Background: an optimization exercise with open tools, aiming at small area, a short achievable clock period and few clock cycles. Do not read the settings as production practice.
At most, simulation tests tie the RTL to the original design; equivalence was not proved.
For runs 3 and 4, only the layout was checked, not whether the RTL still works.
Power figures rest on the tool's default switching activity, not on a simulated workload.

===== flow/standard.sh =====
#!/bin/bash
# synth_recipe.tcl (not shown) runs the flow's synth.tcl, then flattens the netlist and writes it again
# the make line also repeats each setting of config.mk as NAME=value (left out here)
make -C /OpenROAD-flow-scripts/flow DESIGN_CONFIG=/design/flow/config.mk WORK_HOME=/design/flow/orfs CLKGATE_MAP_FILE= SYNTH_SCRIPT=/design/flow/synth_recipe.tcl "${@:-finish}"

===== flow/design.v =====
`timescale 1ns/1ns
module full_adder #(parameter n = 8)
					(input [n-1:0] a, b,
					input c,
					output reg carry,
					output reg [n-1:0] sum);
  always@(*)
	{carry, sum} = a+b+c;
endmodule
`timescale 1ns/1ns
module register #(parameter n = 8)
						(input clk, rst, enable,
						input [n-1:0] reg_in,
						output reg [n-1:0] reg_out);
	always @(posedge clk) begin
		if (rst)
			reg_out <= 0;
		else if (enable)
			reg_out <= reg_in;	
	end
endmodule
`timescale 1ns/1ns
module shift_register #(parameter n = 8)
						(input clk, rst, enable, load,
						input  ser_in,
						input [n-1:0] par_in,
						output reg [n-1:0] par_out);
	always @(posedge clk) begin
		if (rst)
			par_out <= 0;
		else if (load)
			par_out <= par_in;	
		else if (enable) begin
			par_out <= {ser_in, par_out[n-1:1]};
		end	
	end
endmodule
`timescale 1ns/1ns
module mux2to1 #(parameter width = 8) 
				(input [width-1:0] a,b,
				 input sel,
				 output reg [width-1:0] out);
	always @(*) begin
		case (sel)
			0: out = a;
			1: out = b;
			default: out = {width{1'b0}};
		endcase	
	end
endmodule
`timescale 1ns/1ns
module datapath #(parameter n = 8)
				(input rst, clk,
				input reg_b_enable, reg_a_enable, reg_p_enable, reg_a_load, sel_mux_reg_b_zero,
				input sel_p_reg,
				input [n-1:0] a, b,
				output a_lsb,
				output [2*n-1:0] mul_out);
	wire [n-1:0] b_to_mux, mux_to_adder, adder_sum, mux_to_p_out, reg_p_out;
	wire adder_cout;
	register #(n) reg_partial_out (.clk(clk), .enable(reg_p_enable), .rst (rst), .reg_in(mux_to_p_out), .reg_out(reg_p_out));
	shift_register #(n) reg_a (.clk(clk), .rst (rst), .enable(reg_a_enable), .load (reg_a_load), .ser_in (adder_sum[0]), .par_in (a), .par_out(mul_out[n-1:0]));
	register #(n) reg_b (.clk(clk), .rst (rst), .enable(reg_b_enable), .reg_in(b), .reg_out(b_to_mux));			
	full_adder #(n) fa (.a(reg_p_out), .b(mux_to_adder), .c(1'b0), .carry(adder_cout), .sum(adder_sum));
	mux2to1 #(n) mux_to_reg_p (.a({n{1'b0}}), .b({adder_cout,adder_sum[n-1:1]}), .sel(sel_p_reg), .out(mux_to_p_out));  
	mux2to1 #(n) mux_reg_b_zero (.a({n{1'b0}}), .b(b_to_mux), .sel(sel_mux_reg_b_zero), .out(mux_to_adder));  
	assign a_lsb = (mul_out[0] == 1);  
	assign mul_out[2*n-1:n] = reg_p_out;
endmodule				
`timescale 1ns/1ns
module controller #(parameter m = 3)  
					(input start, clk, rst, a_lsb,
					output reg reg_b_enable, reg_a_enable, reg_p_enable, sel_p_reg, reg_a_load, sel_mux_reg_b_zero,
					output reg valid);
	parameter [1:0] reset = 0, load = 1, addshift = 2, done = 3;
	reg [1:0] current_state, next_state;
	reg count_en;
	reg [m-1:0] count;
	always @(current_state, start, count) begin :combinational
		case (current_state) 
			reset: begin
				if (start == 1) next_state = load;
				else next_state = reset;
			end	
			load: begin
				if (start == 0) next_state = addshift;
				else next_state = load;
			end				
			addshift: begin
				if ( count == {m{1'b1}}) next_state = done;
				else next_state = addshift;
			end	
			done: begin
				next_state = reset;
			end	
			default: next_state = reset;
		endcase
	end
	always @(current_state, a_lsb) begin :combinational_controlling_signals
		count_en = 0;
		reg_b_enable = 0;
		reg_a_enable = 0;
		reg_p_enable = 0;
		sel_p_reg = 0;
		reg_a_load = 0;
		sel_mux_reg_b_zero = 0;
		valid = 0;
		case (current_state) 
			reset: begin
				count_en = 0;
				reg_b_enable = 0;
				reg_a_enable = 0;
				reg_p_enable = 1;
				sel_p_reg = 0;
				reg_a_load = 0;
				sel_mux_reg_b_zero = 0;
				valid = 0;
			end	
			load: begin
				reg_a_load = 1;
				reg_b_enable =1;
			end				
			addshift: begin
				if (a_lsb == 0) begin
					reg_a_enable = 1;
					sel_mux_reg_b_zero = 0;  
					reg_p_enable = 1;
				end	
				else begin
					reg_a_enable = 1;
					sel_mux_reg_b_zero = 1;  
					reg_p_enable = 1;
				end	
				count_en = 1;
				sel_p_reg = 1;
			end	
			done: begin
				valid = 1;
			end	
			default: begin
				count_en = 0;
				reg_b_enable = 0;
				reg_a_enable = 0;
				reg_p_enable = 0;
				sel_p_reg = 0;
				reg_a_load = 0;
				sel_mux_reg_b_zero = 0;
				valid = 0;
			end
		endcase
	end
	always @(posedge clk) begin :sequential
		if (rst)
			current_state <= reset;
		else
			current_state <= next_state;
	end	
	always @(posedge clk) begin :counter_seq
		if (rst) begin
			count <= 0;
		end	
		else if (count_en == 1)
			count <= count + 1;
	end
endmodule
`timescale 1ns/1ns
module seq_mult #(parameter n = 32)
				(input start, rst, clk,
				input [n-1:0] a, b,
				output valid,
				output [2*n-1:0] result);
	reg [31:0] breg;
	reg [32:0] hs, hc;
	reg [7:0] sl, cl;
	reg [23:0] l;
	reg        lb, ngd;
	reg [1:0]  p01;
	reg [1:0]  cnt;
	reg        run, pend, vld;
	function [15:0] sel;
		input [7:0] x;
		input y;
		integer k;
		reg [8:0] xy;
		reg x1, x0, p;
		begin
			xy = {x, y};
			for (k = 0; k < 4; k = k + 1) begin
				x1 = xy[2*k+2];
				x0 = xy[2*k+1];
				p  = xy[2*k];
				sel[k]       = ~x1 & (x0 ^ p);
				sel[4+k]   = ~x1 & x0 & p;
				sel[8+k] = x1 & (x0 ^ p);
				sel[12+k] = x1 & ~x0 & ~p;
			end
		end
	endfunction
	wire       ld = ~run;
	wire [31:0] bm = ld ? b : breg;
	wire [15:0] seli = sel(ld ? a[9:2] : l[7:0], lb & ~ld);
	wire [32:0] hsi = ld ? {1'b1, 2'b00, b[31:2] & {30{a[0]}}} : hs;
	wire [32:0] hci = ld ? {2'b00, b[31:1] & {31{a[1]}}} : hc;
	wire       c2i = ld & a[0] & a[1] & b[0] & b[1];
	wire [7:0] sli = sl & {8{run}};
	wire [7:0] cli = cl & {8{run}};
	wire       ngdi = ngd & run;
	wire [3:0] p1 = seli[3:0];
	wire [3:0] p2 = seli[7:4];
	wire [3:0] n1 = seli[11:8];
	wire [3:0] n2 = seli[15:12];
	wire [3:0] ng = n1 | n2;
	wire [33:0] pp0 = {~ng[0], ({33{p1[0]}} & {1'b0, bm}) | ({33{p2[0]}} & {bm, 1'b0}) | ({33{n1[0]}} & ~{1'b0, bm}) | ({33{n2[0]}} & ~{bm, 1'b0})};
	wire [33:0] pp1 = {~ng[1], ({33{p1[1]}} & {1'b0, bm}) | ({33{p2[1]}} & {bm, 1'b0}) | ({33{n1[1]}} & ~{1'b0, bm}) | ({33{n2[1]}} & ~{bm, 1'b0})};
	wire [33:0] pp2 = {~ng[2], ({33{p1[2]}} & {1'b0, bm}) | ({33{p2[2]}} & {bm, 1'b0}) | ({33{n1[2]}} & ~{1'b0, bm}) | ({33{n2[2]}} & ~{bm, 1'b0})};
	wire [33:0] pp3 = {~ng[3], ({33{p1[3]}} & {1'b0, bm}) | ({33{p2[3]}} & {bm, 1'b0}) | ({33{n1[3]}} & ~{1'b0, bm}) | ({33{n2[3]}} & ~{bm, 1'b0})};
	wire s1, c2;
	wire s3, c4;
	wire s5, c6;
	wire s7, c8;
	wire s9, c10;
	wire s11, c12;
	wire s13, c14;
	wire s15, c16;
	wire s17, c18;
	wire s19, c20;
	wire s21, c22;
	wire s23, c24;
	wire s25, c26;
	wire s27, c28;
	wire s29, c30;
	wire s31, c32;
	wire s33, c34;
	wire s35, c36;
	wire s37, c38;
	wire s39, c40;
	wire s41, c42;
	wire s43, c44;
	wire s45, c46;
	wire s47, c48;
	wire s49, c50;
	wire s51, c52;
	wire s53, c54;
	wire s55, c56;
	wire s57, c58;
	wire s59, c60;
	wire s61, c62;
	wire s63, c64;
	wire s65, c66;
	wire s67, c68;
	wire s69, c70;
	wire s71, c72;
	wire s73, c74;
	wire s75, c76;
	wire s77, c78;
	wire s79, c80;
	wire s81, c82;
	wire s83, c84;
	wire s85, c86;
	wire s87, c88;
	wire s89, c90;
	wire s91, c92;
	wire s93, c94;
	wire s95, c96;
	wire s97, c98;
	wire s99, c100;
	wire s101, c102;
	wire s103, c104;
	wire s105, c106;
	wire s107, c108;
	wire s109, c110;
	wire s111, c112;
	wire s113, c114;
	wire s115, c116;
	wire s117, c118;
	wire s119, c120;
	wire s121, c122;
	wire s123, c124;
	wire s125, c126;
	wire s127, c128;
	wire s129, c130;
	wire s131, c132;
	wire s133, c134;
	wire s135, c136;
	wire s137, c138;
	wire s139, c140;
	wire s141, c142;
	wire s143, c144;
	wire s145, c146;
	wire s147, c148;
	wire s149, c150;
	wire s151, c152;
	wire s153, c154;
	wire s155, c156;
	wire s157, c158;
	wire s159, c160;
	wire s161, c162;
	wire s163, c164;
	wire s165, c166;
	wire s167, c168;
	wire s169, c170;
	wire s171, c172;
	wire s173, c174;
	wire s175, c176;
	wire s177, c178;
	wire s179, c180;
	wire s181, c182;
	wire s183, c184;
	wire s185, c186;
	wire s187, c188;
	wire s189, c190;
	wire s191, c192;
	wire s193, c194;
	wire s195, c196;
	wire s197, c198;
	wire s199, c200;
	wire s201, c202;
	wire s203, c204;
	wire s205, c206;
	wire s207, c208;
	wire s209, c210;
	wire s211, c212;
	wire s213, c214;
	wire s215, c216;
	wire s217, c218;
	wire s219, c220;
	wire s221, c222;
	wire s223, c224;
	wire s225, c226;
	wire s227, c228;
	wire s229, c230;
	wire s231, c232;
	wire s233, c234;
	wire s235, c236;
	wire s237, c238;
	wire s239, c240;
	wire s241, c242;
	wire s243, c244;
	wire s245, c246;
	wire s247, c248;
	wire s249, c250;
	wire s251, c252;
	wire s253, c254;
	wire s255, c256;
	wire s257, c258;
	wire s259, c260;
	wire s261, c262;
	wire s263, c264;
	wire s265, c266;
	wire s267, c268;
	wire s269, c270;
	wire s271, c272;
	wire s273, c274;
	wire s275, c276;
	wire s277, c278;
	wire s279, c280;
	wire s281, c282;
	csa_fa u_s1 (.a(hsi[0]), .b(hci[0]), .c(pp0[0]), .s(s1), .co(c2));
	csa_ha u_s3 (.a(hsi[1]), .b(hci[1]), .s(s3), .co(c4));
	csa_fa u_s5 (.a(hsi[2]), .b(hci[2]), .c(pp0[2]), .s(s5), .co(c6));
	csa_ha u_s7 (.a(hsi[3]), .b(hci[3]), .s(s7), .co(c8));
	csa_fa u_s9 (.a(hsi[4]), .b(hci[4]), .c(pp0[4]), .s(s9), .co(c10));
	csa_ha u_s11 (.a(pp1[2]), .b(pp2[0]), .s(s11), .co(c12));
	csa_fa u_s13 (.a(hsi[5]), .b(hci[5]), .c(pp0[5]), .s(s13), .co(c14));
	csa_ha u_s15 (.a(pp1[3]), .b(pp2[1]), .s(s15), .co(c16));
	csa_fa u_s17 (.a(hsi[6]), .b(hci[6]), .c(pp0[6]), .s(s17), .co(c18));
	csa_fa u_s19 (.a(pp1[4]), .b(pp2[2]), .c(pp3[0]), .s(s19), .co(c20));
	csa_fa u_s21 (.a(hsi[7]), .b(hci[7]), .c(pp0[7]), .s(s21), .co(c22));
	csa_fa u_s23 (.a(pp1[5]), .b(pp2[3]), .c(pp3[1]), .s(s23), .co(c24));
	csa_fa u_s25 (.a(hsi[8]), .b(hci[8]), .c(pp0[8]), .s(s25), .co(c26));
	csa_fa u_s27 (.a(pp1[6]), .b(pp2[4]), .c(pp3[2]), .s(s27), .co(c28));
	csa_fa u_s29 (.a(hsi[9]), .b(hci[9]), .c(pp0[9]), .s(s29), .co(c30));
	csa_fa u_s31 (.a(pp1[7]), .b(pp2[5]), .c(pp3[3]), .s(s31), .co(c32));
	csa_fa u_s33 (.a(hsi[10]), .b(hci[10]), .c(pp0[10]), .s(s33), .co(c34));
	csa_fa u_s35 (.a(pp1[8]), .b(pp2[6]), .c(pp3[4]), .s(s35), .co(c36));
	csa_fa u_s37 (.a(hsi[11]), .b(hci[11]), .c(pp0[11]), .s(s37), .co(c38));
	csa_fa u_s39 (.a(pp1[9]), .b(pp2[7]), .c(pp3[5]), .s(s39), .co(c40));
	csa_fa u_s41 (.a(hsi[12]), .b(hci[12]), .c(pp0[12]), .s(s41), .co(c42));
	csa_fa u_s43 (.a(pp1[10]), .b(pp2[8]), .c(pp3[6]), .s(s43), .co(c44));
	csa_fa u_s45 (.a(hsi[13]), .b(hci[13]), .c(pp0[13]), .s(s45), .co(c46));
	csa_fa u_s47 (.a(pp1[11]), .b(pp2[9]), .c(pp3[7]), .s(s47), .co(c48));
	csa_fa u_s49 (.a(hsi[14]), .b(hci[14]), .c(pp0[14]), .s(s49), .co(c50));
	csa_fa u_s51 (.a(pp1[12]), .b(pp2[10]), .c(pp3[8]), .s(s51), .co(c52));
	csa_fa u_s53 (.a(hsi[15]), .b(hci[15]), .c(pp0[15]), .s(s53), .co(c54));
	csa_fa u_s55 (.a(pp1[13]), .b(pp2[11]), .c(pp3[9]), .s(s55), .co(c56));
	csa_fa u_s57 (.a(hsi[16]), .b(hci[16]), .c(pp0[16]), .s(s57), .co(c58));
	csa_fa u_s59 (.a(pp1[14]), .b(pp2[12]), .c(pp3[10]), .s(s59), .co(c60));
	csa_fa u_s61 (.a(hsi[17]), .b(hci[17]), .c(pp0[17]), .s(s61), .co(c62));
	csa_fa u_s63 (.a(pp1[15]), .b(pp2[13]), .c(pp3[11]), .s(s63), .co(c64));
	csa_fa u_s65 (.a(hsi[18]), .b(hci[18]), .c(pp0[18]), .s(s65), .co(c66));
	csa_fa u_s67 (.a(pp1[16]), .b(pp2[14]), .c(pp3[12]), .s(s67), .co(c68));
	csa_fa u_s69 (.a(hsi[19]), .b(hci[19]), .c(pp0[19]), .s(s69), .co(c70));
	csa_fa u_s71 (.a(pp1[17]), .b(pp2[15]), .c(pp3[13]), .s(s71), .co(c72));
	csa_fa u_s73 (.a(hsi[20]), .b(hci[20]), .c(pp0[20]), .s(s73), .co(c74));
	csa_fa u_s75 (.a(pp1[18]), .b(pp2[16]), .c(pp3[14]), .s(s75), .co(c76));
	csa_fa u_s77 (.a(hsi[21]), .b(hci[21]), .c(pp0[21]), .s(s77), .co(c78));
	csa_fa u_s79 (.a(pp1[19]), .b(pp2[17]), .c(pp3[15]), .s(s79), .co(c80));
	csa_fa u_s81 (.a(hsi[22]), .b(hci[22]), .c(pp0[22]), .s(s81), .co(c82));
	csa_fa u_s83 (.a(pp1[20]), .b(pp2[18]), .c(pp3[16]), .s(s83), .co(c84));
	csa_fa u_s85 (.a(hsi[23]), .b(hci[23]), .c(pp0[23]), .s(s85), .co(c86));
	csa_fa u_s87 (.a(pp1[21]), .b(pp2[19]), .c(pp3[17]), .s(s87), .co(c88));
	csa_fa u_s89 (.a(hsi[24]), .b(hci[24]), .c(pp0[24]), .s(s89), .co(c90));
	csa_fa u_s91 (.a(pp1[22]), .b(pp2[20]), .c(pp3[18]), .s(s91), .co(c92));
	csa_fa u_s93 (.a(hsi[25]), .b(hci[25]), .c(pp0[25]), .s(s93), .co(c94));
	csa_fa u_s95 (.a(pp1[23]), .b(pp2[21]), .c(pp3[19]), .s(s95), .co(c96));
	csa_fa u_s97 (.a(hsi[26]), .b(hci[26]), .c(pp0[26]), .s(s97), .co(c98));
	csa_fa u_s99 (.a(pp1[24]), .b(pp2[22]), .c(pp3[20]), .s(s99), .co(c100));
	csa_fa u_s101 (.a(hsi[27]), .b(hci[27]), .c(pp0[27]), .s(s101), .co(c102));
	csa_fa u_s103 (.a(pp1[25]), .b(pp2[23]), .c(pp3[21]), .s(s103), .co(c104));
	csa_fa u_s105 (.a(hsi[28]), .b(hci[28]), .c(pp0[28]), .s(s105), .co(c106));
	csa_fa u_s107 (.a(pp1[26]), .b(pp2[24]), .c(pp3[22]), .s(s107), .co(c108));
	csa_fa u_s109 (.a(hsi[29]), .b(hci[29]), .c(pp0[29]), .s(s109), .co(c110));
	csa_fa u_s111 (.a(pp1[27]), .b(pp2[25]), .c(pp3[23]), .s(s111), .co(c112));
	csa_fa u_s113 (.a(hsi[30]), .b(hci[30]), .c(pp0[30]), .s(s113), .co(c114));
	csa_fa u_s115 (.a(pp1[28]), .b(pp2[26]), .c(pp3[24]), .s(s115), .co(c116));
	csa_fa u_s117 (.a(hsi[31]), .b(hci[31]), .c(pp0[31]), .s(s117), .co(c118));
	csa_fa u_s119 (.a(pp1[29]), .b(pp2[27]), .c(pp3[25]), .s(s119), .co(c120));
	csa_fa u_s121 (.a(~hsi[32]), .b(hci[32]), .c(pp0[32]), .s(s121), .co(c122));
	csa_fa u_s123 (.a(pp1[30]), .b(pp2[28]), .c(pp3[26]), .s(s123), .co(c124));
	csa_fa u_s125 (.a(hsi[32]), .b(pp0[33]), .c(pp1[31]), .s(s125), .co(c126));
	csa_ha u_s127 (.a(pp2[29]), .b(pp3[27]), .s(s127), .co(c128));
	csa_fa u_s129 (.a(pp1[32]), .b(pp2[30]), .c(pp3[28]), .s(s129), .co(c130));
	csa_ha u_s131 (.a(ng[0]), .b(c2i), .s(s131), .co(c132));
	csa_fa u_s133 (.a(c2), .b(pp0[1]), .c(cyn[1]), .s(s133), .co(c134));
	csa_fa u_s135 (.a(c4), .b(pp1[0]), .c(ng[1]), .s(s135), .co(c136));
	csa_fa u_s137 (.a(c6), .b(pp0[3]), .c(pp1[1]), .s(s137), .co(c138));
	csa_fa u_s139 (.a(c8), .b(ng[2]), .c(s9), .s(s139), .co(c140));
	csa_fa u_s141 (.a(c10), .b(c12), .c(s13), .s(s141), .co(c142));
	csa_fa u_s143 (.a(c14), .b(c16), .c(s17), .s(s143), .co(c144));
	csa_fa u_s145 (.a(c18), .b(c20), .c(s21), .s(s145), .co(c146));
	csa_fa u_s147 (.a(c22), .b(c24), .c(s25), .s(s147), .co(c148));
	csa_fa u_s149 (.a(c26), .b(c28), .c(s29), .s(s149), .co(c150));
	csa_fa u_s151 (.a(c30), .b(c32), .c(s33), .s(s151), .co(c152));
	csa_fa u_s153 (.a(c34), .b(c36), .c(s37), .s(s153), .co(c154));
	csa_fa u_s155 (.a(c38), .b(c40), .c(s41), .s(s155), .co(c156));
	csa_fa u_s157 (.a(c42), .b(c44), .c(s45), .s(s157), .co(c158));
	csa_fa u_s159 (.a(c46), .b(c48), .c(s49), .s(s159), .co(c160));
	csa_fa u_s161 (.a(c50), .b(c52), .c(s53), .s(s161), .co(c162));
	csa_fa u_s163 (.a(c54), .b(c56), .c(s57), .s(s163), .co(c164));
	csa_fa u_s165 (.a(c58), .b(c60), .c(s61), .s(s165), .co(c166));
	csa_fa u_s167 (.a(c62), .b(c64), .c(s65), .s(s167), .co(c168));
	csa_fa u_s169 (.a(c66), .b(c68), .c(s69), .s(s169), .co(c170));
	csa_fa u_s171 (.a(c70), .b(c72), .c(s73), .s(s171), .co(c172));
	csa_fa u_s173 (.a(c74), .b(c76), .c(s77), .s(s173), .co(c174));
	csa_fa u_s175 (.a(c78), .b(c80), .c(s81), .s(s175), .co(c176));
	csa_fa u_s177 (.a(c82), .b(c84), .c(s85), .s(s177), .co(c178));
	csa_fa u_s179 (.a(c86), .b(c88), .c(s89), .s(s179), .co(c180));
	csa_fa u_s181 (.a(c90), .b(c92), .c(s93), .s(s181), .co(c182));
	csa_fa u_s183 (.a(c94), .b(c96), .c(s97), .s(s183), .co(c184));
	csa_fa u_s185 (.a(c98), .b(c100), .c(s101), .s(s185), .co(c186));
	csa_fa u_s187 (.a(c102), .b(c104), .c(s105), .s(s187), .co(c188));
	csa_fa u_s189 (.a(c106), .b(c108), .c(s109), .s(s189), .co(c190));
	csa_fa u_s191 (.a(c110), .b(c112), .c(s113), .s(s191), .co(c192));
	csa_fa u_s193 (.a(c114), .b(c116), .c(s117), .s(s193), .co(c194));
	csa_fa u_s195 (.a(c118), .b(c120), .c(s121), .s(s195), .co(c196));
	csa_fa u_s197 (.a(c122), .b(c124), .c(s125), .s(s197), .co(c198));
	csa_fa u_s199 (.a(c126), .b(c128), .c(1'b1), .s(s199), .co(c200));
	csa_fa u_s201 (.a(c130), .b(pp1[33]), .c(pp2[31]), .s(s201), .co(c202));
	csa_ha u_s203 (.a(pp2[32]), .b(pp3[30]), .s(s203), .co(c204));
	csa_ha u_s205 (.a(cyn[0]), .b(s1), .s(s205), .co(c206));
	csa_fa u_s207 (.a(c132), .b(s3), .c(s133), .s(s207), .co(c208));
	csa_fa u_s209 (.a(c134), .b(s5), .c(s135), .s(s209), .co(c210));
	csa_fa u_s211 (.a(c136), .b(s7), .c(s137), .s(s211), .co(c212));
	csa_fa u_s213 (.a(c138), .b(s11), .c(s139), .s(s213), .co(c214));
	csa_fa u_s215 (.a(c140), .b(s15), .c(s141), .s(s215), .co(c216));
	csa_fa u_s217 (.a(c142), .b(s19), .c(s143), .s(s217), .co(c218));
	csa_fa u_s219 (.a(c144), .b(s23), .c(s145), .s(s219), .co(c220));
	csa_fa u_s221 (.a(c146), .b(s27), .c(s147), .s(s221), .co(c222));
	csa_fa u_s223 (.a(c148), .b(s31), .c(s149), .s(s223), .co(c224));
	csa_fa u_s225 (.a(c150), .b(s35), .c(s151), .s(s225), .co(c226));
	csa_fa u_s227 (.a(c152), .b(s39), .c(s153), .s(s227), .co(c228));
	csa_fa u_s229 (.a(c154), .b(s43), .c(s155), .s(s229), .co(c230));
	csa_fa u_s231 (.a(c156), .b(s47), .c(s157), .s(s231), .co(c232));
	csa_fa u_s233 (.a(c158), .b(s51), .c(s159), .s(s233), .co(c234));
	csa_fa u_s235 (.a(c160), .b(s55), .c(s161), .s(s235), .co(c236));
	csa_fa u_s237 (.a(c162), .b(s59), .c(s163), .s(s237), .co(c238));
	csa_fa u_s239 (.a(c164), .b(s63), .c(s165), .s(s239), .co(c240));
	csa_fa u_s241 (.a(c166), .b(s67), .c(s167), .s(s241), .co(c242));
	csa_fa u_s243 (.a(c168), .b(s71), .c(s169), .s(s243), .co(c244));
	csa_fa u_s245 (.a(c170), .b(s75), .c(s171), .s(s245), .co(c246));
	csa_fa u_s247 (.a(c172), .b(s79), .c(s173), .s(s247), .co(c248));
	csa_fa u_s249 (.a(c174), .b(s83), .c(s175), .s(s249), .co(c250));
	csa_fa u_s251 (.a(c176), .b(s87), .c(s177), .s(s251), .co(c252));
	csa_fa u_s253 (.a(c178), .b(s91), .c(s179), .s(s253), .co(c254));
	csa_fa u_s255 (.a(c180), .b(s95), .c(s181), .s(s255), .co(c256));
	csa_fa u_s257 (.a(c182), .b(s99), .c(s183), .s(s257), .co(c258));
	csa_fa u_s259 (.a(c184), .b(s103), .c(s185), .s(s259), .co(c260));
	csa_fa u_s261 (.a(c186), .b(s107), .c(s187), .s(s261), .co(c262));
	csa_fa u_s263 (.a(c188), .b(s111), .c(s189), .s(s263), .co(c264));
	csa_fa u_s265 (.a(c190), .b(s115), .c(s191), .s(s265), .co(c266));
	csa_fa u_s267 (.a(c192), .b(s119), .c(s193), .s(s267), .co(c268));
	csa_fa u_s269 (.a(c194), .b(s123), .c(s195), .s(s269), .co(c270));
	csa_fa u_s271 (.a(c196), .b(s127), .c(s197), .s(s271), .co(c272));
	csa_fa u_s273 (.a(c198), .b(s129), .c(s199), .s(s273), .co(c274));
	csa_fa u_s275 (.a(c200), .b(pp3[29]), .c(s201), .s(s275), .co(c276));
	csa_fa u_s277 (.a(c202), .b(1'b1), .c(s203), .s(s277), .co(c278));
	csa_fa u_s279 (.a(c204), .b(pp2[33]), .c(pp3[31]), .s(s279), .co(c280));
	csa_ha u_s281 (.a(pp3[32]), .b(1'b1), .s(s281), .co(c282));
	wire [40:0] sv = {1'b0, c282, c280, c278, c276, c274, c272, c270, c268, c266, c264, c262, c260, c258, c256, c254, c252, c250, c248, c246, c244, c242, c240, c238, c236, c234, c232, c230, c228, c226, c224, c222, c220, c218, c216, c214, c212, c210, c208, c206, s131};
	wire [40:0] cv = {1'b0, pp3[33], s281, s279, s277, s275, s273, s271, s269, s267, s265, s263, s261, s259, s257, s255, s253, s251, s249, s247, s245, s243, s241, s239, s237, s235, s233, s231, s229, s227, s225, s223, s221, s219, s217, s215, s213, s211, s209, s207, s205};
	wire [9:0] low = sli + cli + {ngdi, 6'd0};
	wire [1:0] cyn = low[9:8];
	always @(posedge clk) begin
		breg <= bm;
		hs   <= sv[40:8];
		hc   <= cv[40:8];
		sl   <= sv[7:0];
		cl   <= cv[7:0];
		ngd  <= ng[3];
		if (ld) begin
			p01  <= {(a[0] & b[1]) ^ (a[1] & b[0]), a[0] & b[0]};
			lb   <= a[9];
			l    <= {10'd0, a[31:10]};
		end else begin
			lb   <= l[7];
			l    <= {low[7:0], l[23:8]};
		end
	end
	always @(posedge clk) begin
		if (rst) begin
			run  <= 1'b0;
			pend <= 1'b0;
			vld  <= 1'b0;
		end else begin
			vld <= 1'b0;
			if (!run) begin
				if (start | pend) begin
					run  <= 1'b1;
					pend <= 1'b0;
					cnt  <= 2'd0;
				end
			end else begin
				cnt <= cnt + 1'b1;
				if (cnt == 2'd2) begin
					run  <= 1'b0;
					pend <= start;
					vld  <= ~start;
				end
			end
		end
	end
	wire [37:0] hsum = {hs[29:0], sl} + {hc[29:0], cl};
	assign valid  = vld;
	assign result = {hsum, l, p01};
endmodule
module csa_fa (input a, b, c, output s, co);
	assign s  = a ^ b ^ c;
	assign co = (a & b) | (a & c) | (b & c);
endmodule
module csa_ha (input a, b, output s, co);
	assign s  = a ^ b;
	assign co = a & b;
endmodule

===== flow/constraint.sdc =====
create_clock -name core_clock -period 5.0 [get_ports {clk}]
set_input_delay 1.0000 -clock core_clock [delete_from_list [all_inputs] [get_ports {clk}]]
set_output_delay 1.0000 -clock core_clock [all_outputs]
set_load 0.01 [all_outputs]

===== flow/config.mk =====
export PLATFORM = sky130hd
export DESIGN_NAME = seq_mult
export DESIGN_NICKNAME = seq_mult
export VERILOG_FILES = /design/flow/design.v
export SDC_FILE = /design/flow/constraint.sdc
export NUM_CORES = 4
export LEC_CHECK = 0
export ABC_AREA = 1
export CAP_MARGIN = 20
export CORE_MARGIN = 2
export CORE_UTILIZATION = 55
export SETUP_SLACK_MARGIN = 1.3
export SLEW_MARGIN = 20
export SYNTH_HIERARCHICAL = 1

===== flow/flow/run.sh =====
#!/bin/bash
# The standard layout, with the port buffers made of buf_1 cells
# instead of the default clkdlybuf4s50_1. The make output goes to make.log.
set -euo pipefail
bash standard.sh "BUFFER_PORTS_ARGS=-buffer_cell sky130_fd_sc_hd__buf_1" finish > make.log 2>&1

==> results of run 1 <==
-- path summary, 6_finish.rpt --
path | startpoint | to | slack [ps] | cells after the start
worst max-delay path | run$_SDFF_PP0_ | hc[16]$_DFF_P_ | 1410 | 10
worst min-delay path | l[11]$_DFF_P_ | l[3]$_DFF_P_ | 460 | 2
worst max register to register | run$_SDFF_PP0_ | hc[16]$_DFF_P_ | 1410 | 10
worst min register to register | l[11]$_DFF_P_ | l[3]$_DFF_P_ | 460 | 2
-- per-layer routing --
| metal | up-vias | share of wire [%] | GRT usage (%) |
|---|---|---|---|
| met1 | 6307 | 44 | 50.49 |
| li1 | 6596 | - | - |
| met2 | 702 | 44 | 54.27 |
| met4 | 0 | 2.8 | 11.14 |
| met3 | 79 | 9.1 | 6.027 |
| met5 | - | 0 | 0 |
-- worst reg2reg max path, delay by kind of cell (launching register included) --
family,cells,cell delay (ps)
AND/OR/NAND/NOR,2,350
flip-flops,1,480
AO/OA/AOI/OAI,2,740
adder cells (fa/ha/maj),3,1480
buffers and inverters,3,410
-- Yosys cell counts, types with 18 or more instances --
master and instances:
nand4_1 68, buf_2 46, ha_1 61, nand3_1 30
clkbuf_1 24, dfxtp_1 141, nand2_1 841, xor2_1 18
o211ai_1 48, fa_1 135, o21ai_1 23, a21oi_1 73
inv_1 179, nor2_1 87, o21ai_0 116
-- power by group through the flow --
stage	Sequential, uW	Clock (uW)	Combinational [uW]
2_1_floorplan	1810	0	4580
3_3_place_gp	1980	0	6430
3_5_place_dp	1970	0	6580
4_1_cts	1950	1260	6640
5_1_grt	2000	1310	7590
6_report	1970	1250	6750
-- Yosys stat by module (local to each module, per instance) --
module	times used	cell area [um^2]
seq_mult	1	10980
csa_fa	132	20.02
csa_ha	9	12.51
-- layout by cell type, fill, tap and decap left out, drive strengths merged --
| cell type | count |
|---|---|
| a21oi | 73 |
| a221oi | 1 |
| a31oi | 3 |
| and2 | 2 |
| buf | 169 |
| clkbuf | 20 |
| clkinv | 14 |
| clkinvlp | 4 |
| conb | 4 |
| dfxtp | 141 |
| edfxtp | 4 |
| fa | 135 |
| ha | 61 |
| inv | 195 |
| nand2 | 857 |
| nand2b | 1 |
| nand3 | 32 |
| nand3b | 2 |
| nand4 | 68 |
| nor2 | 96 |
| nor3 | 13 |
| nor4 | 2 |
| o211ai | 48 |
| o21a | 2 |
| o21ai | 144 |
| o21bai | 3 |
| o221ai | 1 |
| or2 | 9 |
| xnor2 | 6 |
| xor2 | 18 |
-- layout make-up --
class | instances | area, um^2
Multi-Input combinational cell | 1581 | 9764
Fill cell | 2276 | 9086
Sequential cell | 145 | 2953
Timing Repair Buffer | 171 | 838.3
Inverter | 199 | 775.7
Clock buffer | 18 | 450.4
Tap cell | 324 | 405.4
Clock inverter | 14 | 117.6
-- cells by family after synthesis --
| group | after synthesis |
|---|---|
| buf+inv | 283 |
| flops | 145 |
| xor+xnor | 24 |
| simple gates | 1080 |
| compound gates | 275 |
| other cells | 2 |
| fa+ha+maj | 196 |
-- flip-flops by register name (all words and copies together) (netlist names), 2 cells and up --
signal / flops
p01: 2
l: 24
breg: 32
hs: 32
hc: 32
cl: 8
sl: 8
cnt: 2
-- per-stage QoR --
step,power [uW],util (%)
after floorplan,6388,-
after detailed placement,8550,59.27
final,9971,62.75
after global routing,10890,62.75
after CTS,9845,61.92
after global placement,8407,59.27
-- repair_timing --
action,CTS,global route
setup endpoints to repair,76,82
gates resized for setup,16,30
buffers inserted,1,12
cloned,2,0
pin swaps,2,6
==> flow_metrics.env, run 1 <==
export IMPL_status="finished clean"
export IMPL_finalCritPeriodShare_pct=71.86
export IMPL_first_pass_iters=8
export IMPL_netlist_area_leader_share_pct=22.98
export IMPL_synth_compound_area_share_pct=11.20
export IMPL_hold_violations=0
export IMPL_synth_edf_count=4
export IMPL_pwr_share_seq_pct=19.7
export IMPL_tns_ps=0
export IMPL_ioPinCount=132
export IMPL_clk_pin_slew_worst_paths_ps=70
export IMPL_vias=13680
export IMPL_fmax_mhz=278.3
export IMPL_clock_skew_ps=11.49
export IMPL_portBuffers=131
export IMPL_synth_flop_cell="dfxtp_1"
export IMPL_grt_max_degree=70
export IMPL_fp_dieH_um=162.0
export IMPL_arrival_ps=3900
export IMPL_grt_pass1_wl_um=71990
export IMPL_syn_avg_cell_area_um2=6.852
export IMPL_wl_per_cell_um=18.36
export IMPL_crit_top_cell="fa_1"
export IMPL_die_x_um=162.0
export IMPL_drv_slew=0
export IMPL_switching_share_pct=52.51
export IMPL_switchingPower_uw=5235
export IMPL_vias_per_cell=5.581
export IMPL_fin_ws_ps=1407
export IMPL_crit_slowest_cell="fa_1"
export IMPL_clock_sinks=145
export IMPL_crit_chain="inv_16 > o211ai_1 > nand2_1 > nor2_1 > inv_1 > buf_4 > o211ai_1 > fa_1 > fa_1 > fa_1"
export IMPL_stdcell_count=2452
export IMPL_place_area_um2=14460
export IMPL_dp_hpwl_um=34390
export IMPL_start_util_pct=56.33
export IMPL_critPathKind="flop to flop"
export IMPL_gp_congestion=0.9191
export IMPL_slowest_delay_ps=540
export IMPL_gr_total_overflow=0
export IMPL_p_leak_uw=0.007308
export IMPL_rsz0062_at_grt="yes"
export IMPL_drive_gt1_share_pct=6.767
export IMPL_tightestPinTransition_ps=902.7
export IMPL_period_needed_ps=3593
export IMPL_yosysSeqAreaShare_pct=21.42
export IMPL_cts_root_buf="clkbuf_16"
export IMPL_coreArea_um2=24390
export IMPL_pwr_share_clk_pct=12.6
export IMPL_hp_class="flop to flop"
export IMPL_antenna_found_initial=0
export IMPL_design_area_um2=15300
export IMPL_p_int_uw=4736
export IMPL_place_inst=2405
export IMPL_start_kind="flop"
export IMPL_grt_pass1_vias=13250
export IMPL_vdd_ir_drop_worst_mv=0.4013
export IMPL_dieArea_um2=26260
export IMPL_grt_use_total_pct=35.14
export IMPL_synthAdderAreaFrac_pct=25.23
export IMPL_route_detailed_drc=0
export IMPL_insertedDiodeCount=0
export IMPL_comb_power_share_pct=67.7
export IMPL_drtIter0Drc=1473
export IMPL_yosysTopAreaCell="nand2_1"
export IMPL_path_delay_family="adder cells"
export IMPL_place_ws_ps=917.9
export IMPL_syn_inst=2005
export IMPL_end_kind="flop"
export IMPL_cts_buffers=17
export IMPL_slew_headroom_pct=39.75
export IMPL_setup_viol_count_final=0
export IMPL_clk_latency_ps=440
export IMPL_p_per_area_nw_per_um2=651.5
export IMPL_row_count=57
export IMPL_cap_violations=0
export IMPL_netlist_area_um2=13740
export IMPL_ys_ff_latch=145
export IMPL_synth_simple_area_share_pct=32.12
export IMPL_hold_ws_ps=457.4
export IMPL_ys_warn_count=7
export IMPL_layout_nets=2378
export IMPL_holdBufCountCts=0
export IMPL_cts_tree="done"
export IMPL_syn_to_final_growth_pct=11.40
export IMPL_synth_top_family_by_area="simple AND/OR/NAND/NOR gates"
export IMPL_synth_xor_area_share_pct=1.530
export IMPL_cts_htree_levels=4
export IMPL_critical_path_required_ps=5310
export IMPL_crit_buf_inv=3
export IMPL_synth_top_cells_by_area="nand2_1, dfxtp_1, fa_1"
export IMPL_clockBufferDepth=2
export IMPL_async_reset_ff_share_pct=0
export IMPL_critPathMaxFanout=55
export IMPL_ys_types=42
export IMPL_ant_nets=0
export IMPL_muxShareOfSynthArea_pct=0
export IMPL_routed_wl_um=45020
Testbench counts, summed over its fixed seeds: cycles 8,000.
==> run 2, diff against run 1 <==
--- a/flow/config.mk
+++ b/flow/config.mk
@@ -8,7 +8,7 @@
 export ABC_AREA = 1
 export CAP_MARGIN = 20
 export CORE_MARGIN = 2
-export CORE_UTILIZATION = 55
+export CORE_UTILIZATION = 40
 export SETUP_SLACK_MARGIN = 1.3
 export SLEW_MARGIN = 20
 export SYNTH_HIERARCHICAL = 1
==> flow_metrics.env, run 2 <==
export IMPL_status="finished clean"
export IMPL_start_kind="flop"
export IMPL_grt_pass1_vias=13180
export IMPL_vias_per_cell=5.293
export IMPL_rsz0062_at_grt="yes"
export IMPL_layout_nets=2362
export IMPL_slew_headroom_pct=44.44
export IMPL_first_pass_iters=6
export IMPL_die_x_um=189.3
export IMPL_holdBufCountCts=0
export IMPL_clock_sinks=145
export IMPL_vias=13550
export IMPL_routed_wl_um=47770
export IMPL_synth_edf_count=4
export IMPL_pwr_share_seq_pct=19.3
export IMPL_start_util_pct=40.77
export IMPL_crit_chain="inv_8 > or2_1 > o21ai_4 > nand2_2 > nand3_4 > inv_2 > nand2_1 > nand4_1 > fa_1 > fa_1 > fa_1"
export IMPL_fmax_mhz=279.8
export IMPL_slowest_delay_ps=620
export IMPL_hold_path_end="l[10]$_DFF_P_"
export IMPL_reg_top3="breg x32, hc x32, hs x32"
export IMPL_n_fill_cell=3508
export IMPL_synth_top_cells_by_area="nand2_1, dfxtp_1, fa_1"
export IMPL_antenna_found_initial=0
export IMPL_final_util_pct=45.72
export IMPL_grt_use_total_pct=26.82
export IMPL_comb_power_share_pct=68.2
export IMPL_critPathMaxFanout=47
export IMPL_grt_max_degree=62
export IMPL_critical_path_required_ps=5320
export IMPL_synth_most_common_cell="nand2_1"
export IMPL_drive_gt1_share_pct=6.392
export IMPL_cts_buffers=17
export IMPL_grt_pass1_wl_um=74470
export IMPL_period_needed_ps=3574
export IMPL_wl_per_cell_um=18.66
export IMPL_p_leak_uw=0.007243
export IMPL_ys_types=42
export IMPL_critPathKind="flop to flop"
export IMPL_drtIter0Drc=1227
export IMPL_hold_path_depth=2
export IMPL_clockBufferDepth=2
export IMPL_clock_skew_ps=11.50
export IMPL_final_cell_mix="nand2_1, inv_1, dfxtp_1"
export IMPL_gr_total_overflow=0
export IMPL_insertedDiodeCount=0
export IMPL_vdd_ir_drop_worst_mv=0.3202
export IMPL_r2r_end="hc[22]$_DFF_P_"
export IMPL_arrival_ps=3890
export IMPL_crit_top_cell="fa_1"
export IMPL_pwr_share_clk_pct=12.5
export IMPL_dp_hpwl_um=35730
export IMPL_finalCritPeriodShare_pct=71.48
export IMPL_cts_htree_levels=4
export IMPL_cts_root_buf="clkbuf_16"
export IMPL_route_detailed_drc=0
export IMPL_p_per_area_nw_per_um2=654.3
export IMPL_tightestPinTransition_ps=832.6
export IMPL_path_delay_family="adder cells"
export IMPL_portBuffers=131
export IMPL_hold_ws_ps=454.5
export IMPL_synth_top_cells_by_count="nand2_1, inv_1, dfxtp_1"
export IMPL_clk_latency_ps=450
export IMPL_row_count=67
export IMPL_holdCritStartpoint="l[18]$_DFF_P_"
export IMPL_crit_slowest_cell="fa_1"
export IMPL_netlist_area_um2=13740
export IMPL_async_reset_ff_share_pct=0
export IMPL_clk_pin_slew_worst_paths_ps=70
export IMPL_reg2reg_slack_ps=1430
export IMPL_hold_violations=0
export IMPL_ys_warn_count=7
export IMPL_yosysSeqAreaShare_pct=21.42
export IMPL_final_common_cell="nand2_1"
export IMPL_dieArea_um2=35840
export IMPL_fp_dieH_um=189.3
export IMPL_gp_congestion=0.8878
export IMPL_rr_startpoint="run$_SDFF_PP0_"
export IMPL_tns_ps=0
export IMPL_ys_ff_latch=145
export IMPL_hp_class="flop to flop"
export IMPL_drv_slew=0
export IMPL_end_kind="flop"
export IMPL_setup_viol_count_final=0
export IMPL_syn_to_final_growth_pct=12.14
export IMPL_switchingPower_uw=5349
export IMPL_syn_avg_cell_area_um2=6.852
export IMPL_p_int_uw=4731
export IMPL_synth_flop_cell="dfxtp_1"
export IMPL_coreArea_um2=33700
export IMPL_cts_tree="done"
export IMPL_crit_buf_inv=2
export IMPL_cap_violations=0
export IMPL_netlist_area_leader_share_pct=22.98
export IMPL_yosysTopAreaCell="nand2_1"
export IMPL_rr_worst_depth=11
export IMPL_ioPinCount=132
export IMPL_ant_nets=0
export IMPL_syn_inst=2005
export IMPL_switching_share_pct=53.06
## run 2: changes by cell type in the layout (fill, tap and decap cells not counted), moves of 3 or more
cell / delta
nand2_2: +5
clkinv_1: -3
buf_4: -16
nand2_1: -5
## run 2: power by group through the flow
| stage | logic [uW] | registers, uW | clock network [uW] |
|---|---|---|---|
| 2_1_floorplan | 4580 | 1810 | 0 |
| 3_5_place_dp | 6690 | 1960 | 0 |
| 3_3_place_gp | 6500 | 1960 | 0 |
| 6_report | 6870 | 1950 | 1260 |
| 4_1_cts | 6780 | 1940 | 1280 |
| 5_1_grt | 7750 | 1970 | 1320 |
## run 2: area by class of cell
cell class / instances / area [um^2] / area share, %
Multi-Input combinational cell: 1581 / 9787 / 63.53
Tap cell: 448 / 560.5 / 3.638
Clock buffer: 17 / 425.4 / 2.761
Timing Repair Buffer: 155 / 768.2 / 4.987
Inverter: 199 / 773.2 / 5.019
Sequential cell: 145 / 2950 / 19.15
Clock inverter: 15 / 141.4 / 0.9177
## run 2: cells by family after synthesis
kind of cell	Yosys count	synth area share [%]
XOR/XNOR	24	1.530
AO/OA/AOI/OAI	275	11.20
buffers and inverters	283	8.443
other	2	0.05467
AND/OR/NAND/NOR	1080	32.12
flip-flops	145	21.42
adder cells (fa/ha/maj)	196	25.23
## run 2: timing repair
action | in CTS | in global routing
endpoints found under the setup margin | 76 | 71
cloned | 3 | 1
resized for setup | 11 | 32
pin swaps | 3 | 2
setup buffers | 4 | 1
## run 2: per-layer routing
layer / part of all wire [%] / GRT usage [%] / vias to the layer above
met1: 45 / 36.61 / 6321
met2: 45 / 43.32 / 581
met4: 3.3 / 8.706 / 0
met5: 0 / 0 / -
li1: - / - / 6562
met3: 6.9 / 4.449 / 87
## run 2: worst reg2reg max path: stages (launching register included)
cell and delay, ps:
dfxtp_4 400, inv_8 120, or2_1 280, o21ai_4 140, nand2_2 220, nand3_4 240, inv_2 250, nand2_1 140
nand4_1 110, fa_1 480, fa_1 620, fa_1 460
## run 2: metrics by stage
step	power, uW	instances	setup WS [ps]	area [um^2]
after global routing	11050	2560	1245	15410
after floorplan	6388	2007	1314	13770
after detailed placement	8649	2519	852.7	14560
after CTS	9991	2558	1303	15270
after global placement	8460	2519	962.8	14560
final	10080	2560	1426	15410
## run 2: how the worst max path moves through the flow
stage / startpoint / endpoint / slack, ps / cells after the start
3_5_place_dp: a[3] / hc[15]$_DFF_P_ / 850 / 10
2_1_floorplan: run$_SDFF_PP0_ / cl[1]$_DFF_P_ / 1310 / 19
5_1_grt: hc[0]$_DFF_P_ / result[59] / 1250 / 12
6_report: run$_SDFF_PP0_ / hc[22]$_DFF_P_ / 1430 / 11
4_1_cts: hc[0]$_DFF_P_ / result[59] / 1300 / 12
3_3_place_gp: a[2] / hc[12]$_DFF_P_ / 960 / 11
## run 2: modules after synthesis, one instance, submodules excluded
module,copies in the design,cell area (um^2),cells
seq_mult,1,10980,1864
csa_fa,132,20.02,1
csa_ha,9,12.51,1
==> run 3, diff against run 2 <==
--- a/flow/design.v
+++ b/flow/design.v
@@ -177,6 +177,7 @@
 	reg [1:0]  p01;
 	reg [1:0]  cnt;
 	reg        run, pend, vld;
+	reg        ldr;                 
 	function [15:0] sel;
 		input [7:0] x;
 		input y;
@@ -196,7 +197,7 @@
 			end
 		end
 	endfunction
-	wire       ld = ~run;
+	wire       ld = ldr;
 	wire [31:0] bm = ld ? b : breg;
 	wire [15:0] seli = sel(ld ? a[9:2] : l[7:0], lb & ~ld);
 	wire [32:0] hsi = ld ? {1'b1, 2'b00, b[31:2] & {30{a[0]}}} : hs;
@@ -519,6 +520,7 @@
 	always @(posedge clk) begin
 		if (rst) begin
 			run  <= 1'b0;
+			ldr  <= 1'b1;
 			pend <= 1'b0;
 			vld  <= 1'b0;
 		end else begin
@@ -526,6 +528,7 @@
 			if (!run) begin
 				if (start | pend) begin
 					run  <= 1'b1;
+					ldr  <= 1'b0;
 					pend <= 1'b0;
 					cnt  <= 2'd0;
 				end
@@ -533,6 +536,7 @@
 				cnt <= cnt + 1'b1;
 				if (cnt == 2'd2) begin
 					run  <= 1'b0;
+					ldr  <= 1'b1;
 					pend <= start;
 					vld  <= ~start;
 				end
==> flow_metrics.env, run 3 <==
export IMPL_netlist_area_leader_share_pct=22.86
export IMPL_finalCritPeriodShare_pct=71.64
export IMPL_ant_nets=0
export IMPL_critical_path_required_ps=4000
export IMPL_hold_path_end="l[11]$_DFF_P_"
export IMPL_grt_pass1_vias=13310
export IMPL_syn_avg_cell_area_um2=6.838
export IMPL_ys_ff_latch=146
export IMPL_clock_sinks=146
export IMPL_clockBufferDepth=2
export IMPL_critPathMaxFanout=6
export IMPL_pwr_share_clk_pct=12.9
export IMPL_async_reset_ff_share_pct=0
export IMPL_synth_flop_cell="dfxtp_1"
export IMPL_row_count=68
export IMPL_synth_most_common_cell="nand2_1"
export IMPL_portBuffers=131
export IMPL_grt_max_degree=53
export IMPL_grt_pass1_wl_um=73020
export IMPL_comb_power_share_pct=67.7
export IMPL_p_per_area_nw_per_um2=667.1
export IMPL_status="finished clean"
export IMPL_vdd_ir_drop_worst_mv=0.3068
export IMPL_rr_startpoint="ldr$_SDFFE_PP1P_"
export IMPL_dieArea_um2=36160
export IMPL_yosysTopAreaCell="nand2_1"
export IMPL_period_needed_ps=3582
export IMPL_yosysSeqAreaShare_pct=21.38
export IMPL_drive_gt1_share_pct=6.376
export IMPL_tns_ps=0
export IMPL_route_detailed_drc=0
export IMPL_insertedDiodeCount=0
export IMPL_switchingPower_uw=5437
export IMPL_setup_viol_count_final=0
export IMPL_place_ws_ps=853.4
export IMPL_wl_per_cell_um=18.06
export IMPL_coreArea_um2=34370
export IMPL_fin_ws_ps=1418
export IMPL_drtIter0Drc=1359
export IMPL_cts_buffers=17
export IMPL_ys_warn_count=7
export IMPL_gp_congestion=0.8924
export IMPL_start_kind="flop"
export IMPL_antenna_found_initial=0
export IMPL_die_x_um=190.2
export IMPL_fp_dieH_um=190.2
export IMPL_synth_top_cells_by_count="nand2_1, inv_1, dfxtp_1"
export IMPL_netlist_area_um2=13860
export IMPL_synth_edf_count=4
export IMPL_cts_htree_levels=4
export IMPL_grt_use_total_pct=26.19
export IMPL_hp_class="flop to flop"
export IMPL_hold_path_depth=2
export IMPL_vias=13780
export IMPL_r2r_end="hc[9]$_DFF_P_"
export IMPL_arrival_ps=2580
export IMPL_clock_skew_ps=20.43
export IMPL_end_kind="primary output"
export IMPL_final_common_cell="nand2_1"
export IMPL_p_int_uw=4932
export IMPL_vias_per_cell=5.323
export IMPL_gr_total_overflow=0
export IMPL_p_leak_uw=0.007449
export IMPL_syn_to_final_growth_pct=12.14
export IMPL_reg2reg_slack_ps=1450
export IMPL_rr_worst_depth=12
export IMPL_slew_headroom_pct=33.10
export IMPL_cap_violations=0
export IMPL_dp_hpwl_um=35760
export IMPL_final_cell_mix="nand2_1, inv_1, dfxtp_1"
export IMPL_critPathKind="flop to primary output"
export IMPL_layout_nets=2383
export IMPL_syn_inst=2027
export IMPL_start_util_pct=40.32
export IMPL_clk_pin_slew_worst_paths_ps=70
export IMPL_pwr_share_seq_pct=19.4
export IMPL_tightestPinTransition_ps=1003
export IMPL_ioPinCount=132
export IMPL_cts_tree="done"
export IMPL_rsz0062_at_grt="yes"
export IMPL_hold_violations=0
export IMPL_cts_root_buf="clkbuf_16"
export IMPL_clk_latency_ps=450
export IMPL_drv_slew=0
export IMPL_first_pass_iters=6
export IMPL_holdCritStartpoint="l[19]$_DFF_P_"
export IMPL_synth_top_cells_by_area="nand2_1, dfxtp_1, fa_1"
export IMPL_fmax_mhz=279.2
export IMPL_routed_wl_um=46750
export IMPL_reg_top3="breg x32, hc x32, hs x32"
export IMPL_ys_types=41
export IMPL_switching_share_pct=52.43
[run 3: cells by family after synthesis]
group | after synthesis | share of synthesized area [%]
compound gates | 303 | 12.46
xor+xnor | 23 | 1.453
simple gates | 1062 | 30.94
buf+inv | 295 | 8.720
flops | 146 | 21.38
other cells | 2 | 0.05418
fa+ha+maj | 196 | 25.00
[run 3: worst max path at each step]
stage | endpoint | depth (start not counted) | slack, ps | from
global route | hc[9]$_DFF_P_ | 12 | 1300 | ldr$_SDFFE_PP1P_
CTS | result[58] | 15 | 1260 | sl[0]$_DFF_P_
detailed placement | hc[6]$_DFF_P_ | 11 | 850 | a[2]
finish | result[55] | 10 | 1420 | sl[2]$_DFF_P_
floorplan | hc[24]$_DFF_P_ | 11 | 1500 | a[4]
global placement | cl[6]$_DFF_P_ | 11 | 900 | a[2]
[run 3: power groups by stage]
stage / Clock, uW / Sequential [uW] / Combinational [uW]
after detailed placement: 0 / 2010 / 6830
final: 1330 / 2020 / 7020
after global placement: 0 / 2020 / 6700
after CTS: 1350 / 1990 / 6880
after global routing: 1390 / 2030 / 7950
after floorplan: 0 / 1830 / 4710
[run 3: layout make-up]
type                    count  area, um^2
fillers                  3563       18830
multi-input cells        1588        9817
flip-flops and latches    146        2972
repair buffers            168       815.8
inverters                 198       773.2
well taps                 455       569.3
clock buffers              18       439.2
clock inverters            14       150.1
repair inverters            1       7.507
[run 3: repair_timing]
action | CTS | global route
buffers inserted | 1 | 10
pin swaps | 0 | 3
hold buffers | 0 | 0
resized for setup | 10 | 48
setup endpoints to repair | 58 | 80
gates cloned | 0 | 1
[run 3: metrics by stage]
| stage | utilization, % | instance area (um^2) | hold WS [ps] | total power [uW] | cells |
|---|---|---|---|---|---|
| floorplan | - | 13870 | 469.9 | 6536 | 2029 |
| global placement | 42.70 | 14680 | 431.9 | 8716 | 2544 |
| detailed placement | 42.70 | 14680 | 428.9 | 8837 | 2544 |
| CTS | 44.55 | 15310 | 446.4 | 10220 | 2577 |
| global route | 45.22 | 15540 | 469.9 | 11370 | 2588 |
| finish | 45.22 | 15540 | 447.4 | 10370 | 2588 |
[run 3: per-module statistics from Yosys (local to each module, per instance)]
module / times used / cells / flip-flops and latches / area [um^2]
csa_ha: 9 / 1 / 0 / 12.51
csa_fa: 132 / 1 / 0 / 20.02
seq_mult: 1 / 1886 / 146 / 11110
[run 3: per-layer routing]
metal	up-vias	GRT usage (%)	part of all wire, %
li1	6637	-	-
met1	6469	35.33	44
met2	569	41.09	44
met3	102	5.054	8.0
met4	0	10.97	3.8
met5	-	0	0
[run 3: critical path, cell delays in order (launching register included)]
cell	delay, ps
dfxtp_1	360
ha_1	410
or2_2	330
nand3_1	90
nand2_1	130
nand2_1	100
nand3_1	240
nand2_1	170
nand3_1	80
nand2_1	90
buf_1	150
==> run 4, diff against run 3 <==
--- a/flow/design.v
+++ b/flow/design.v
@@ -178,43 +178,51 @@
 	reg [1:0]  cnt;
 	reg        run, pend, vld;
 	reg        ldr;                 
-	function [15:0] sel;
-		input [7:0] x;
-		input y;
-		integer k;
-		reg [8:0] xy;
-		reg x1, x0, p;
-		begin
-			xy = {x, y};
-			for (k = 0; k < 4; k = k + 1) begin
-				x1 = xy[2*k+2];
-				x0 = xy[2*k+1];
-				p  = xy[2*k];
-				sel[k]       = ~x1 & (x0 ^ p);
-				sel[4+k]   = ~x1 & x0 & p;
-				sel[8+k] = x1 & (x0 ^ p);
-				sel[12+k] = x1 & ~x0 & ~p;
-			end
-		end
-	endfunction
 	wire       ld = ldr;
 	wire [31:0] bm = ld ? b : breg;
-	wire [15:0] seli = sel(ld ? a[9:2] : l[7:0], lb & ~ld);
+	wire [8:0] xsel = {ld ? a[9:2] : l[7:0], lb & ~ld};
 	wire [32:0] hsi = ld ? {1'b1, 2'b00, b[31:2] & {30{a[0]}}} : hs;
 	wire [32:0] hci = ld ? {2'b00, b[31:1] & {31{a[1]}}} : hc;
 	wire       c2i = ld & a[0] & a[1] & b[0] & b[1];
 	wire [7:0] sli = sl & {8{run}};
 	wire [7:0] cli = cl & {8{run}};
 	wire       ngdi = ngd & run;
-	wire [3:0] p1 = seli[3:0];
-	wire [3:0] p2 = seli[7:4];
-	wire [3:0] n1 = seli[11:8];
-	wire [3:0] n2 = seli[15:12];
-	wire [3:0] ng = n1 | n2;
-	wire [33:0] pp0 = {~ng[0], ({33{p1[0]}} & {1'b0, bm}) | ({33{p2[0]}} & {bm, 1'b0}) | ({33{n1[0]}} & ~{1'b0, bm}) | ({33{n2[0]}} & ~{bm, 1'b0})};
-	wire [33:0] pp1 = {~ng[1], ({33{p1[1]}} & {1'b0, bm}) | ({33{p2[1]}} & {bm, 1'b0}) | ({33{n1[1]}} & ~{1'b0, bm}) | ({33{n2[1]}} & ~{bm, 1'b0})};
-	wire [33:0] pp2 = {~ng[2], ({33{p1[2]}} & {1'b0, bm}) | ({33{p2[2]}} & {bm, 1'b0}) | ({33{n1[2]}} & ~{1'b0, bm}) | ({33{n2[2]}} & ~{bm, 1'b0})};
-	wire [33:0] pp3 = {~ng[3], ({33{p1[3]}} & {1'b0, bm}) | ({33{p2[3]}} & {bm, 1'b0}) | ({33{n1[3]}} & ~{1'b0, bm}) | ({33{n2[3]}} & ~{bm, 1'b0})};
+	wire [32:0] pb1 = {1'b0, bm};
+	wire [32:0] pb2 = {bm, 1'b0};
+	wire [3:0] p1l, p2l, n1l, n2l, p1h, p2h, n1h, n2h;
+	wire [3:0] ng = n1l | n2l;
+	booth_enc u_enc0l (.x1(xsel[2]), .x0(xsel[1]), .p(xsel[0]),
+		.p1(p1l[0]), .p2(p2l[0]), .n1(n1l[0]), .n2(n2l[0]));
+	booth_enc u_enc0h (.x1(xsel[2]), .x0(xsel[1]), .p(xsel[0]),
+		.p1(p1h[0]), .p2(p2h[0]), .n1(n1h[0]), .n2(n2h[0]));
+	wire [33:0] pp0;
+	assign pp0[33] = ~ng[0];
+	assign pp0[16:0] = ({17{p1l[0]}} & pb1[16:0]) | ({17{p2l[0]}} & pb2[16:0]) | ({17{n1l[0]}} & ~pb1[16:0]) | ({17{n2l[0]}} & ~pb2[16:0]);
+	assign pp0[32:17] = ({16{p1h[0]}} & pb1[32:17]) | ({16{p2h[0]}} & pb2[32:17]) | ({16{n1h[0]}} & ~pb1[32:17]) | ({16{n2h[0]}} & ~pb2[32:17]);
+	booth_enc u_enc1l (.x1(xsel[4]), .x0(xsel[3]), .p(xsel[2]),
+		.p1(p1l[1]), .p2(p2l[1]), .n1(n1l[1]), .n2(n2l[1]));
+	booth_enc u_enc1h (.x1(xsel[4]), .x0(xsel[3]), .p(xsel[2]),
+		.p1(p1h[1]), .p2(p2h[1]), .n1(n1h[1]), .n2(n2h[1]));
+	wire [33:0] pp1;
+	assign pp1[33] = ~ng[1];
+	assign pp1[16:0] = ({17{p1l[1]}} & pb1[16:0]) | ({17{p2l[1]}} & pb2[16:0]) | ({17{n1l[1]}} & ~pb1[16:0]) | ({17{n2l[1]}} & ~pb2[16:0]);
+	assign pp1[32:17] = ({16{p1h[1]}} & pb1[32:17]) | ({16{p2h[1]}} & pb2[32:17]) | ({16{n1h[1]}} & ~pb1[32:17]) | ({16{n2h[1]}} & ~pb2[32:17]);
+	booth_enc u_enc2l (.x1(xsel[6]), .x0(xsel[5]), .p(xsel[4]),
+		.p1(p1l[2]), .p2(p2l[2]), .n1(n1l[2]), .n2(n2l[2]));
+	booth_enc u_enc2h (.x1(xsel[6]), .x0(xsel[5]), .p(xsel[4]),
+		.p1(p1h[2]), .p2(p2h[2]), .n1(n1h[2]), .n2(n2h[2]));
+	wire [33:0] pp2;
+	assign pp2[33] = ~ng[2];
+	assign pp2[16:0] = ({17{p1l[2]}} & pb1[16:0]) | ({17{p2l[2]}} & pb2[16:0]) | ({17{n1l[2]}} & ~pb1[16:0]) | ({17{n2l[2]}} & ~pb2[16:0]);
+	assign pp2[32:17] = ({16{p1h[2]}} & pb1[32:17]) | ({16{p2h[2]}} & pb2[32:17]) | ({16{n1h[2]}} & ~pb1[32:17]) | ({16{n2h[2]}} & ~pb2[32:17]);
+	booth_enc u_enc3l (.x1(xsel[8]), .x0(xsel[7]), .p(xsel[6]),
+		.p1(p1l[3]), .p2(p2l[3]), .n1(n1l[3]), .n2(n2l[3]));
+	booth_enc u_enc3h (.x1(xsel[8]), .x0(xsel[7]), .p(xsel[6]),
+		.p1(p1h[3]), .p2(p2h[3]), .n1(n1h[3]), .n2(n2h[3]));
+	wire [33:0] pp3;
+	assign pp3[33] = ~ng[3];
+	assign pp3[16:0] = ({17{p1l[3]}} & pb1[16:0]) | ({17{p2l[3]}} & pb2[16:0]) | ({17{n1l[3]}} & ~pb1[16:0]) | ({17{n2l[3]}} & ~pb2[16:0]);
+	assign pp3[32:17] = ({16{p1h[3]}} & pb1[32:17]) | ({16{p2h[3]}} & pb2[32:17]) | ({16{n1h[3]}} & ~pb1[32:17]) | ({16{n2h[3]}} & ~pb2[32:17]);
 	wire s1, c2;
 	wire s3, c4;
 	wire s5, c6;
@@ -555,3 +563,9 @@
 	assign s  = a ^ b;
 	assign co = a & b;
 endmodule
+module booth_enc (input x1, x0, p, output p1, p2, n1, n2);
+	assign p1 = ~x1 & (x0 ^ p);
+	assign p2 = ~x1 & x0 & p;
+	assign n1 = x1 & (x0 ^ p);
+	assign n2 = x1 & ~x0 & ~p;
+endmodule
==> flow_metrics.env, run 4 <==
export IMPL_clk_pin_slew_worst_paths_ps=80
export IMPL_stdcell_count=2610
export IMPL_design_area_um2=15830
export IMPL_ys_types=36
export IMPL_clk_latency_ps=450
export IMPL_final_cell_mix="nand2_1, inv_1, dfxtp_1"
export IMPL_dp_hpwl_um=36890
export IMPL_netlist_area_um2=14140
export IMPL_end_kind="flop"
export IMPL_cap_violations=0
export IMPL_critPathKind="input port to flop"
export IMPL_fin_ws_ps=1423
export IMPL_hp_class="flop to flop"
export IMPL_clockBufferDepth=2
export IMPL_tightestPinTransition_ps=709.3
export IMPL_clock_sinks=146
export IMPL_synth_top_cells_by_count="nand2_1, inv_1, dfxtp_1"
export IMPL_critical_path_required_ps=5330
export IMPL_status="finished clean"
export IMPL_drive_gt1_share_pct=7.193
export IMPL_insertedDiodeCount=0
export IMPL_drv_slew=0
export IMPL_netlist_area_leader_share_pct=24.29
export IMPL_tns_ps=0
export IMPL_place_inst=2567
export IMPL_yosysSeqAreaShare_pct=20.95
export IMPL_async_reset_ff_share_pct=0
export IMPL_slew_headroom_pct=52.66
export IMPL_cts_htree_levels=4
export IMPL_synth_flop_cell="dfxtp_1"
export IMPL_period_needed_ps=3577
export IMPL_vias_per_cell=5.334
export IMPL_synth_most_common_cell="nand2_1"
export IMPL_critPathMaxFanout=10
export IMPL_synth_top_cells_by_area="nand2_1, dfxtp_1, fa_1"
export IMPL_antenna_found_initial=1
export IMPL_arrival_ps=3910
export IMPL_vdd_ir_drop_worst_mv=0.3327
export IMPL_drtIter0Drc=1196
export IMPL_fp_dieH_um=192.0
export IMPL_place_ws_ps=622.3
export IMPL_route_detailed_drc=0
export IMPL_holdBufCountCts=0
export IMPL_syn_avg_cell_area_um2=6.864
export IMPL_ioPinCount=132
export IMPL_hold_violations=0
export IMPL_clock_skew_ps=24.84
export IMPL_routed_wl_um=48150
export IMPL_start_kind="input port"
export IMPL_die_x_um=192.0
export IMPL_vias=13920
export IMPL_place_area_um2=14910
export IMPL_portBuffers=131
export IMPL_gr_total_overflow=0
export IMPL_finalCritPeriodShare_pct=71.54
export IMPL_setup_viol_count_final=0
export IMPL_grt_max_degree=114
export IMPL_gp_congestion=0.9032
export IMPL_p_total_uw=10110
export IMPL_cts_tree="done"
export IMPL_reg_top3="breg x32, hc x32, hs x32"
export IMPL_grt_pass1_wl_um=74870
export IMPL_rsz0062_at_grt="yes"
export IMPL_dieArea_um2=36870
export IMPL_ant_nets=0
export IMPL_final_common_cell="nand2_1"
export IMPL_p_per_area_nw_per_um2=638.8
export IMPL_ys_ff_latch=146
export IMPL_cts_buffers=17
export IMPL_n_fill_cell=3603
export IMPL_wl_per_cell_um=18.45
export IMPL_start_util_pct=40.73
export IMPL_yosysTopAreaCell="nand2_1"
export IMPL_ys_warn_count=7
export IMPL_grt_pass1_vias=13540
export IMPL_first_pass_iters=5
export IMPL_coreArea_um2=34710
export IMPL_grt_use_total_pct=26.53
export IMPL_cts_root_buf="clkbuf_16"
export IMPL_fmax_mhz=279.6
export IMPL_syn_to_final_growth_pct=11.98
export IMPL_synth_edf_count=4
export IMPL_layout_nets=2406
export IMPL_p_leak_uw=0.007555
export IMPL_row_count=68
export IMPL_syn_inst=2060
==> run 4: changes by cell type in the layout (fill, tap and decap cells not counted), moves of 5 or more <==
cell,change
a21oi_1,-19
nand2_1,+61
o2111ai_1,+122
nand2_2,+30
o21ai_1,-39
inv_1,+26
o21ai_0,-64
nor2_1,+28
nand4_1,-43
nor2_2,-5
o211ai_1,-68
==> run 4: metrics by stage <==
step | util, % | hold slack [ps]
global route | 45.61 | 482.3
global placement | 42.94 | 442.4
floorplan | - | 470.0
detailed placement | 42.94 | 444.6
finish | 45.61 | 458.3
CTS | 44.76 | 459.7
==> run 4: layout make-up <==
cell class	count	area [um^2]	share of cell area, %
flip-flops and latches	146	2973	18.78
well taps	455	569.3	3.595
multi-input cells	1585	9932	62.73
inverters	219	848.3	5.358
clock inverters	12	153.9	0.9720
clock buffers	19	442.9	2.797
repair buffers	174	914.6	5.776
==> run 4: Yosys stat by module (local to each module, per instance) <==
module | flip-flops and latches | times used | cells
booth_enc | 0 | 8 | 10
csa_ha | 0 | 9 | 1
csa_fa | 0 | 132 | 1
seq_mult | 146 | 1 | 1839
==> run 4: metal layers <==
layer / vias up / share of wire [%] / routed length (um) / GRT usage (%)
met5: - / 0.019 / 9 / 0
met4: 2 / 2.6 / 1229 / 7.898
met3: 73 / 8.3 / 4015 / 6.559
met2: 528 / 45 / 21640 / 42.32
met1: 6610 / 44 / 21260 / 35.52
li1: 6710 / - / - / -
==> run 4: cell families after synthesis <==
family | Yosys count | synth area share [%]
buffers and inverters | 331 | 9.742
other | 2 | 0.05311
flip-flops | 146 | 20.95
AND/OR/NAND/NOR | 1126 | 31.44
XOR/XNOR | 24 | 1.487
AO/OA/AOI/OAI | 235 | 11.81
adder cells (fa/ha/maj) | 196 | 24.51
==> run 4: critical path: stages <==
cell and delay, ps:
buf_1 60, nand2_1 50, nand2_1 260, inv_1 100, nor2_1 110, buf_4 240
clkinv_2 270, o2111ai_2 370, fa_1 500, fa_1 520, fa_1 420
==> run 4: repair_timing <==
item | in CTS | in global routing
pin swaps | 0 | 3
endpoints found under the setup margin | 49 | 73
resized for setup | 10 | 43
setup buffers | 0 | 11
gates cloned | 0 | 1
==> run 4: final timing paths <==
kind / start / to / slack [ps] / cells after the start
setup / recovery: a[3] / hc[8]$_DFF_P_ / 1420 / 11
hold / removal: l[14]$_DFF_P_ / l[6]$_DFF_P_ / 460 / 2
setup reg to reg: ldr$_SDFFE_PP1P_ / hc[8]$_DFF_P_ / 1440 / 11
hold reg to reg: l[14]$_DFF_P_ / l[6]$_DFF_P_ / 460 / 2
==> run 4: where the power goes <==
group | leakage (uW) | internal [uW] | total [uW] | switching [uW]
Sequential | 0.00124 | 1630 | 1990 | 360
Clock | 0.000294 | 799 | 1360 | 560
Combinational | 0.00602 | 2440 | 6770 | 4320
Total | 0.00756 | 4870 | 10100 | 5240

-- afterwards: timing with drivers on the ports --
How much do the figures lean on ideal ports? The routed layouts below were timed once more, with nothing changed but the port constraints. Step 1: set_driving_cell puts a clkbuf_16 on clk and a buf_2 on each other input, an assumption about the parent block. Step 2 moves the port delays by t, midway between the first and last clock arrival at a register: inputs arrive t later, outputs are due t later. That takes back most of the time a late clock gives input paths. a / b / c = no drivers / after step 1 / after step 2; a / b = the first two.
run	t (ns)	slack for setup (ns)	hold slack, ns	worst setup path after step 2	pins driven straight from the clock port
run 1	0.481	1.407 / 1.395 / 1.025	0.457 / 0.457 / 0.457	input to register	1
run 2	0.494	1.426 / 1.401 / 0.973	0.454 / 0.454 / 0.454	input to register	1
run 3	0.489	1.418 / 1.369 / 0.983	0.447 / 0.447 / 0.447	input to register	1
run 4	0.490	1.423 / 1.436 / 0.955	0.458 / 0.458 / 0.458	input to register	1
After both steps setup and hold are still met in every run listed. The setup slack of run 4, which loses most, moves by +0.013 ns with the drivers and by -0.468 ns with both steps.
